This design comes from an exercise in tuning for small area and a short achievable clock period on the open sky130 flow, not from production work. In this exercise RTL edits were held to simulation tests only and were not proved equivalent to the original. Power figures rest on the tool's default switching activity, not on a simulated workload.

## pll
module pll #(
    parameter PHASE_BITS = 32,
    parameter [0:0] OPT_TRACK_FREQUENCY = 1'b1,
    parameter [PHASE_BITS-1:0] INITIAL_PHASE_STEP = 0,
    parameter [0:0] OPT_GLITCHLESS = 1'b1
) (
    input wire i_clk,
    input wire i_reset,
    input wire i_ld,
    input wire [PHASE_BITS-1:0] i_step,
    input wire i_ce,
    input wire i_input,
    input wire [4:0] i_lgcoeff,
    output wire [PHASE_BITS-1:0] o_phase,
    output reg [1:0] o_err
);
Size in the first run: about 76 I/O pins, ~6400 µm² of cells after synthesis.
export LEC_CHECK = 0
export CAP_MARGIN = 20
export CORE_MARGIN = 2
export CORE_UTILIZATION = 60
export CTS_BUF_LIST = sky130_fd_sc_hd__clkbuf_8
export CTS_CLUSTER_SIZE = 40
export PLACE_DENSITY = 0.75
export SETUP_SLACK_MARGIN = 1.8
export SLEW_MARGIN = 20
create_clock -name core_clock -period 5.2 [get_ports {i_clk}]
standard.sh (not shown) runs the stock make flow with config.mk's settings and CLKGATE_MAP_FILE= SYNTH_SCRIPT=/design/flow/synth_recipe.tcl, a recipe that flattens the netlist after the stock synthesis.
==> flow/flow/run.sh <==
#!/bin/bash
# Own layout flow. It is the standard layout (standard.sh) except for the
# mapping of the logic between the flip-flops:
#  1. the standard synthesis runs unchanged (standard.sh synth);
#  2. the design is synthesised again with the same Yosys steps up to the
#     flip-flop mapping, so the flip-flops come out with the same names and
#     cells; then the gates are mapped with a delay-driven ABC script
#     (flow/map.abc) instead of the standard one;
set -euo pipefail
W=$PWD
RES=$W/orfs/results/$FLOW_PLATFORM/pll/base
LIB=$FLOW_HOME/platforms/sky130hd/lib/sky130_fd_sc_hd__tt_025C_1v80.lib
CFG=$FLOW_HOME/platforms/sky130hd/config.mk
YOSYS=$FLOW_HOME/../tools/install/yosys/bin/yosys
[ -x "$YOSYS" ] || YOSYS=yosys

bash standard.sh synth > $W/log_1_std_synth.txt 2>&1
cp $RES/1_2_yosys.v $W/std_1_2_yosys.v

DU=""
for c in sky130_fd_sc_hd__probe_p_8 sky130_fd_sc_hd__probec_p_8 \
    $(grep -o "sky130_fd_sc_hd__lpflow_[a-z0-9_]*" $CFG); do
  DU="$DU -dont_use $c"
done
cat > $W/own_synth.ys <<EOS
read_liberty -lib $LIB
read_verilog -defer $FLOW_DESIGN
hierarchy -check -top $FLOW_TOP
synth -flatten -nofsm -noshare -top $FLOW_TOP -run :fine
synth -nofsm -noshare -top $FLOW_TOP -run fine:
rename -wire
opt -purge
dfflibmap -liberty $LIB $DU
opt
setundef -zero
abc -script $W/flow/map.abc -liberty $LIB $DU
opt_clean -purge
hilomap -singleton -hicell sky130_fd_sc_hd__conb_1 HI -locell sky130_fd_sc_hd__conb_1 LO
splitnets
insbuf -buf sky130_fd_sc_hd__buf_4 A X
opt_clean -purge
rename -hide w:*\$func\$*
check -assert -mapped
stat -liberty $LIB
write_verilog -noattr -nohex -nodec $W/own_1_2_yosys.v
EOS
$YOSYS -l $W/log_2_own_synth.txt -q $W/own_synth.ys > /dev/null

grep -oE "sky130_fd_sc_hd__[a-z]*df[a-z0-9_]* +[^ ]+" $W/std_1_2_yosys.v | sort > $W/ff_std.txt
grep -oE "sky130_fd_sc_hd__[a-z]*df[a-z0-9_]* +[^ ]+" $W/own_1_2_yosys.v | sort > $W/ff_own.txt
cmp $W/ff_std.txt $W/ff_own.txt
cp $W/own_1_2_yosys.v $RES/1_2_yosys.v
touch $RES/1_2_yosys.v

export BUFFER_PORTS_ARGS="-buffer_cell sky130_fd_sc_hd__buf_1"
export SKIP_INCREMENTAL_REPAIR=1
bash standard.sh finish > $W/log_3_finish.txt 2>&1
==> flow/flow/map.abc <==
strash
dch -f
map -D 2500
buffer -p
upsize -D 2500
dnsize -D 2500
The starting point completed without violations.
==> next run, changes <==
Settings changed: CORE_UTILIZATION 60 to 50, CTS_BUF_LIST sky130_fd_sc_hd__clkbuf_8 to sky130_fd_sc_hd__clkbuf_4 sky130_fd_sc_hd__clkbuf_8, GPL_ROUTABILITY_DRIVEN from default to 0, PLACE_DENSITY 0.75 to 0.7.
After rerunning: Via count drops by 2.2%. Wire length came out higher by about 1.6%. Global-route usage is lower by 5.1 points. Total power climbs by 0.34%.
==> next run, changes <==
Settings changed: CTS_BUF_LIST sky130_fd_sc_hd__clkbuf_4 sky130_fd_sc_hd__clkbuf_8 to sky130_fd_sc_hd__clkbuf_8, GPL_ROUTABILITY_DRIVEN 0 to default.
Clock power stays flat.
Synthesized cell count is unchanged.
Clock skew stays the same.
First-iteration DRC count is unchanged.
Clock-buffer cell count is unchanged.
Sequential share of layout area is unchanged.
Worst setup slack stays the same.
Cell count is unchanged.
Cell area stays the same.

========
## v11
pll, a different RTL version from the one above (not shown whole).
Size in the first run: roughly 1100 cells after synthesis, about 6800 um2 of cells after synthesis.
Design pll, start of the top module:
module pll #(
    parameter PHASE_BITS = 32,
    parameter [0:0] OPT_TRACK_FREQUENCY = 1'b1,
    parameter [PHASE_BITS-1:0] INITIAL_PHASE_STEP = 0,
    parameter [0:0] OPT_GLITCHLESS = 1'b1
) (
    input wire i_clk,
    input wire i_reset,
    input wire i_ld,
    input wire [PHASE_BITS-1:0] i_step,
    input wire i_ce,
    input wire i_input,
    input wire [4:0] i_lgcoeff,
    output wire [PHASE_BITS-1:0] o_phase,
    output reg [1:0] o_err
);
Settings: LEC_CHECK=0, CAP_MARGIN=20, CORE_MARGIN=2, CORE_UTILIZATION=50, PLACE_DENSITY=0.7, SETUP_SLACK_MARGIN=1.8, SLEW_MARGIN=20; clock period 5.2 ns.
==> flow/flow/run.sh <==
#!/bin/bash
# Own layout flow. It is the standard layout (standard.sh) except for the
# mapping of the logic between the flip-flops:
#  1. the standard synthesis runs unchanged (standard.sh synth);
#  2. the design is synthesised again with the same Yosys steps up to the
#     flip-flop mapping, so the flip-flops come out with the same names and
#     cells; then the gates are mapped with a delay-driven ABC script
#     (flow/map.abc) instead of the standard one;
set -euo pipefail
W=$PWD
RES=$W/orfs/results/$FLOW_PLATFORM/pll/base
LIB=$FLOW_HOME/platforms/sky130hd/lib/sky130_fd_sc_hd__tt_025C_1v80.lib
CFG=$FLOW_HOME/platforms/sky130hd/config.mk
YOSYS=$FLOW_HOME/../tools/install/yosys/bin/yosys
[ -x "$YOSYS" ] || YOSYS=yosys

bash standard.sh synth > $W/log_1_std_synth.txt 2>&1
cp $RES/1_2_yosys.v $W/std_1_2_yosys.v

DU=""
for c in sky130_fd_sc_hd__probe_p_8 sky130_fd_sc_hd__probec_p_8 \
    $(grep -o "sky130_fd_sc_hd__lpflow_[a-z0-9_]*" $CFG); do
  DU="$DU -dont_use $c"
done
cat > $W/own_synth.ys <<EOS
read_liberty -lib $LIB
read_verilog -defer $FLOW_DESIGN
hierarchy -check -top $FLOW_TOP
synth -flatten -nofsm -noshare -top $FLOW_TOP -run :fine
synth -nofsm -noshare -top $FLOW_TOP -run fine:
rename -wire
opt -purge
dfflibmap -liberty $LIB $DU
opt
setundef -zero
abc -script $W/flow/map.abc -liberty $LIB $DU
opt_clean -purge
hilomap -singleton -hicell sky130_fd_sc_hd__conb_1 HI -locell sky130_fd_sc_hd__conb_1 LO
splitnets
insbuf -buf sky130_fd_sc_hd__buf_4 A X
opt_clean -purge
rename -hide w:*\$func\$*
check -assert -mapped
stat -liberty $LIB
write_verilog -noattr -nohex -nodec $W/own_1_2_yosys.v
EOS
$YOSYS -l $W/log_2_own_synth.txt -q $W/own_synth.ys > /dev/null

grep -oE "sky130_fd_sc_hd__[a-z]*df[a-z0-9_]* +[^ ]+" $W/std_1_2_yosys.v | sort > $W/ff_std.txt
grep -oE "sky130_fd_sc_hd__[a-z]*df[a-z0-9_]* +[^ ]+" $W/own_1_2_yosys.v | sort > $W/ff_own.txt
cmp $W/ff_std.txt $W/ff_own.txt
cp $W/own_1_2_yosys.v $RES/1_2_yosys.v
touch $RES/1_2_yosys.v

export BUFFER_PORTS_ARGS="-buffer_cell sky130_fd_sc_hd__buf_1"
bash standard.sh finish > $W/log_3_finish.txt 2>&1
Scripts as last shown in full above: flow/flow/map.abc
The following lists how v25 was set up differently from v11:
- setting CTS_BUF_LIST to sky130_fd_sc_hd__clkbuf_8 for the first time
- setting CTS_CLUSTER_SIZE to 40 for the first time
-- flow/flow/run.sh --
<<< v11, line 56
>>> v25, line 56
export SKIP_INCREMENTAL_REPAIR=1
Findings:
- Each of the runs, namely v11 and v25, reached the end of the flow and came out clean.
- Utilization: v25 lower than v11
- On share of final layout cell area taken by clock buffers and inverters: between v11 and v25, it ends up lower for v25.
- Diff v11 -> v25: shortest clock period the worst path allows after layout now larger; relative contribution of the clock network to total power went down 4.8 points; highest attainable clock frequency shrank by 6.4 MHz.
- Taking v11 as 1.0, v25 lands at 0.857 on total power of the final layout.

========
Setup of run A:
pll again, from the RTL that the note above started with.
export LEC_CHECK = 0
export CAP_MARGIN = 20
export CORE_MARGIN = 2
export CORE_UTILIZATION = 40
export PLACE_DENSITY = 0.6
export SETUP_SLACK_MARGIN = 2.0
export SLEW_MARGIN = 20
create_clock -name core_clock -period 5.2 [get_ports {i_clk}]
==> flow/flow/run.sh <==
#!/bin/bash
# Own layout flow. It is the standard layout (standard.sh) except for the
# mapping of the logic between the flip-flops:
#  1. the standard synthesis runs unchanged (standard.sh synth);
#  2. the design is synthesised again with the same Yosys steps up to the
#     flip-flop mapping, so the flip-flops come out with the same names and
#     cells; then the gates are mapped with delay-driven ABC scripts in two
#     parts: the logic fed by the input ports (which arrive late) and the rest;
set -euo pipefail
W=$PWD
RES=$W/orfs/results/$FLOW_PLATFORM/pll/base
LIB=$FLOW_HOME/platforms/sky130hd/lib/sky130_fd_sc_hd__tt_025C_1v80.lib
CFG=$FLOW_HOME/platforms/sky130hd/config.mk
YOSYS=$FLOW_HOME/../tools/install/yosys/bin/yosys
[ -x "$YOSYS" ] || YOSYS=yosys

bash standard.sh synth > $W/log_1_std_synth.txt 2>&1
cp $RES/1_2_yosys.v $W/std_1_2_yosys.v

DU=""
for c in sky130_fd_sc_hd__probe_p_8 sky130_fd_sc_hd__probec_p_8 \
    $(grep -o "sky130_fd_sc_hd__lpflow_[a-z0-9_]*" $CFG); do
  DU="$DU -dont_use $c"
done
cat > $W/own_synth.ys <<EOS
read_liberty -lib $LIB
read_verilog -defer $FLOW_DESIGN
hierarchy -check -top $FLOW_TOP
synth -flatten -nofsm -noshare -top $FLOW_TOP -run :fine
synth -nofsm -noshare -top $FLOW_TOP -run fine:
rename -wire
opt -purge
dfflibmap -liberty $LIB $DU
opt
setundef -zero
select -set ins w:i_ce w:i_reset w:i_ld w:i_step w:i_input
select -set late @ins %co*:-sky130_fd_sc_hd__dfxtp_1[Q] t:sky130_fd_sc_hd__dfxtp_1 %d
select -set early t:* @late %d t:sky130_fd_sc_hd__dfxtp_1 %d
abc -script $W/flow/early.abc -liberty $LIB $DU @early
abc -script $W/flow/late.abc -liberty $LIB $DU @late
opt_clean -purge
hilomap -singleton -hicell sky130_fd_sc_hd__conb_1 HI -locell sky130_fd_sc_hd__conb_1 LO
splitnets
insbuf -buf sky130_fd_sc_hd__buf_4 A X
opt_clean -purge
rename -hide w:*\$func\$*
check -assert -mapped
stat -liberty $LIB
write_verilog -noattr -nohex -nodec $W/own_1_2_yosys.v
EOS
$YOSYS -l $W/log_2_own_synth.txt -q $W/own_synth.ys > /dev/null

grep -oE "sky130_fd_sc_hd__[a-z]*df[a-z0-9_]* +[^ ]+" $W/std_1_2_yosys.v | sort > $W/ff_std.txt
grep -oE "sky130_fd_sc_hd__[a-z]*df[a-z0-9_]* +[^ ]+" $W/own_1_2_yosys.v | sort > $W/ff_own.txt
cmp $W/ff_std.txt $W/ff_own.txt
cp $W/own_1_2_yosys.v $RES/1_2_yosys.v
touch $RES/1_2_yosys.v

bash standard.sh finish > $W/log_3_finish.txt 2>&1
==> flow/flow/early.abc <==
strash
dch -f
map -D 2000
buffer -p
upsize -D 2000
dnsize -D 2000
==> flow/flow/late.abc <==
strash
dch -f
map -D 400
buffer -p
upsize -D 400
dnsize -D 400
#### Input delta (run B over run A)
- a deleted SETUP_SLACK_MARGIN that had been 2.0
==> flow/run.sh (new file) <==
#!/bin/bash
# synth_recipe.tcl (not shown) runs the flow's synth.tcl, then flattens the netlist and writes it again
# the make line also repeats each setting of config.mk as NAME=value (left out here)
make -C /OpenROAD-flow-scripts/flow DESIGN_CONFIG=/design/flow/config.mk WORK_HOME=/design/flow/orfs CLKGATE_MAP_FILE= SYNTH_SCRIPT=/design/flow/synth_recipe.tcl finish
removed: flow/flow/run.sh
removed: flow/flow/early.abc
removed: flow/flow/late.abc
removed: flow/standard.sh
==> comparison <==
- Looking at clock power, run B sits below run A.
- Run A and run B ended up with nearly the same clock skew.
- From run A to run B the numbers moved as follows: number of cells upsized or downsized after cts lost 163, proportion of cell area occupied by multi-input gates up 4.3 points, total via count in the routed design now smaller, multi-input logic area lost 19%.
- Looking at area growth from synthesis to layout across run A and run B, the one that comes out higher is run A.
- Run B did not stop at any stage, and its layout met the timing, design-rule and antenna checks.
- Run A: all stages complete, timing, DRC and antenna checks passed
- sky130_fd_sc_hd__nor2_1 as the leading cell type in the layout, fill and taps excluded was reported by run B, and sky130_fd_sc_hd__nand2_1 by run A.
- Summary of run B over run A: die outline height down about 5%, total number of cells along the worst setup path went down, met1 layer wirelength in the final routing decreased by about 16% relative to the old numbers.
Here is what was changed in the inputs of run C compared with run B.
==> flow/flow/run.sh (new file) <==
#!/bin/bash
# Standard layout, except that after the standard synthesis the combinational
# logic is mapped again with a delay-driven ABC script (flow/remap.abc). The
# flip-flops of the standard synthesis are kept as they are (same cells, same
# names); only the gates between them change.
set -euo pipefail
W=$PWD
RES=$W/orfs/results/$FLOW_PLATFORM/pll/base
LIB=$FLOW_HOME/platforms/sky130hd/lib/sky130_fd_sc_hd__tt_025C_1v80.lib
YOSYS=$FLOW_HOME/../tools/install/yosys/bin/yosys
[ -x "$YOSYS" ] || YOSYS=yosys

# 1. the standard synthesis
bash standard.sh synth > $W/log_1_synth.txt 2>&1

# 2. re-map the logic between the flip-flops
cp $RES/1_2_yosys.v $W/std_1_2_yosys.v
DU=""
for c in sky130_fd_sc_hd__probe_p_8 sky130_fd_sc_hd__probec_p_8 \
    $(grep -o "sky130_fd_sc_hd__lpflow_[a-z0-9_]*" $FLOW_HOME/platforms/sky130hd/config.mk); do
  DU="$DU -dont_use $c"
done
cat > $W/remap.ys <<EOS
read_liberty -wb -ignore_miss_func $LIB
read_verilog $W/std_1_2_yosys.v
hierarchy -top $FLOW_TOP
setattr -mod -set keep_hierarchy 1 =sky130_fd_sc_hd__df* =sky130_fd_sc_hd__edf* =sky130_fd_sc_hd__sdf*
flatten -wb
opt_clean -purge
select $FLOW_TOP
abc -script $W/flow/remap.abc -liberty $LIB $DU
opt_clean -purge
hilomap -singleton -hicell sky130_fd_sc_hd__conb_1 HI -locell sky130_fd_sc_hd__conb_1 LO
splitnets
insbuf -buf sky130_fd_sc_hd__buf_4 A X
opt_clean -purge
stat -liberty $LIB
write_verilog -noattr -nohex -nodec -selected $W/remapped.v
EOS
$YOSYS -l $W/log_2_remap.txt -q $W/remap.ys
# same flip-flops as the standard synthesis
grep -oE "sky130_fd_sc_hd__[a-z]*df[a-z0-9_]* +[^ ]+" $W/std_1_2_yosys.v | sort > $W/ff_std.txt
grep -oE "sky130_fd_sc_hd__[a-z]*df[a-z0-9_]* +[^ ]+" $W/remapped.v | sort > $W/ff_new.txt
cmp $W/ff_std.txt $W/ff_new.txt
cp $W/remapped.v $RES/1_2_yosys.v
touch $RES/1_2_yosys.v

# 3. the rest of the standard layout
bash standard.sh finish > $W/log_3_finish.txt 2>&1
==> flow/flow/remap.abc (new file) <==
strash
dch -f
map -D 2500
buffer -p
upsize -D 2500
dnsize -D 2500
==> flow/standard.sh (new file) <==
#!/bin/bash
# synth_recipe.tcl (not shown) runs the flow's synth.tcl, then flattens the netlist and writes it again
# the make line also repeats each setting of config.mk as NAME=value (left out here)
make -C /OpenROAD-flow-scripts/flow DESIGN_CONFIG=/design/flow/config.mk WORK_HOME=/design/flow/orfs CLKGATE_MAP_FILE= SYNTH_SCRIPT=/design/flow/synth_recipe.tcl "${@:-finish}"
removed: flow/run.sh
Results
In the metrics for run C and run B, the one carrying the lower buffering overhead is run C.
Changes observed in run C relative to run B: clock power share now smaller, power spent charging and discharging nets went up.
Register cell area after layout: run B vs run C, no meaningful difference
Changes observed in run C relative to run B: height of the chip shrank by about 2.3%, final cell count rose by 167, total number of tap cells down about 4%.
Timing startpoint of the critical path = i_input: run C; timing startpoint of the critical path = r_step[14]: run B
Looking at routed wire length, run C sits about 2.7% higher than run B does.
Modified inputs, run D compared to run C
- SETUP_SLACK_MARGIN: unset -> 1.5
==> flow/run.sh (new file) <==
#!/bin/bash
# synth_recipe.tcl (not shown) runs the flow's synth.tcl, then flattens the netlist and writes it again
# the make line also repeats each setting of config.mk as NAME=value (left out here)
make -C /OpenROAD-flow-scripts/flow DESIGN_CONFIG=/design/flow/config.mk WORK_HOME=/design/flow/orfs CLKGATE_MAP_FILE= SYNTH_SCRIPT=/design/flow/synth_recipe.tcl finish
removed: flow/flow/run.sh
removed: flow/flow/remap.abc
removed: flow/standard.sh
### Flow results
Diff run C -> run D: global routing met3 resource utilization decreased 2.0 points, worst hold slack decreased 34 ps, setup slack of the critical path after layout decreased 320 ps. Total power draw of run C is on par with run D. In the reports for run C and run D, the smaller number of cell instances on the worst register-to-register path belongs to run C. Going from run C to run D, the total die area was found to have gone up by 920 µm². Run D vs run C — largest net degree at the start of global routing climbed by more than a quarter.

## separate check: timing with driven ports
No port has a modelled driver above. Below, the same layouts with a new extraction and two added sets of constraints.
Step 1 sets driving cells, clkbuf_16 on the clock port and buf_2 on the other inputs (assumed; they add their load-dependent delay and slew).
Step 2 also shifts input and output timing later by t, the mid clock arrival at the registers, as if the neighbouring blocks saw the same clock.
Slacks: no drivers / after step 1 / after step 2; pairs: no drivers / after step 1.
run | shift t [ns] | slack for setup (ns) | worst setup path at the end
the first run of note 1 | 0.406 | 1.636 / 1.636 / 1.636 | register to register
the second run of note 1 | 0.435 | 1.717 / 1.717 / 1.704 | input to register
the third run of note 1 | 0.435 | 1.717 / 1.717 / 1.704 | input to register
v11 | 0.399 | 1.778 / 1.778 / 1.712 | input to register
v25 | 0.420 | 1.701 / 1.701 / 1.500 | input to register
run A | 0.405 | 1.698 / 1.698 / 1.698 | register to register
run B | 0.395 | 0.245 / 0.245 / 0.245 | register to register
run C | 0.397 | 1.103 / 1.119 / 0.722 | input to register
run D | 0.398 | 0.783 / 0.783 / 0.682 | input to register
After both steps every run listed still meets setup and hold. The setup slack of run C, which loses most, moves by +0.016 ns with the drivers and by -0.381 ns with both steps.
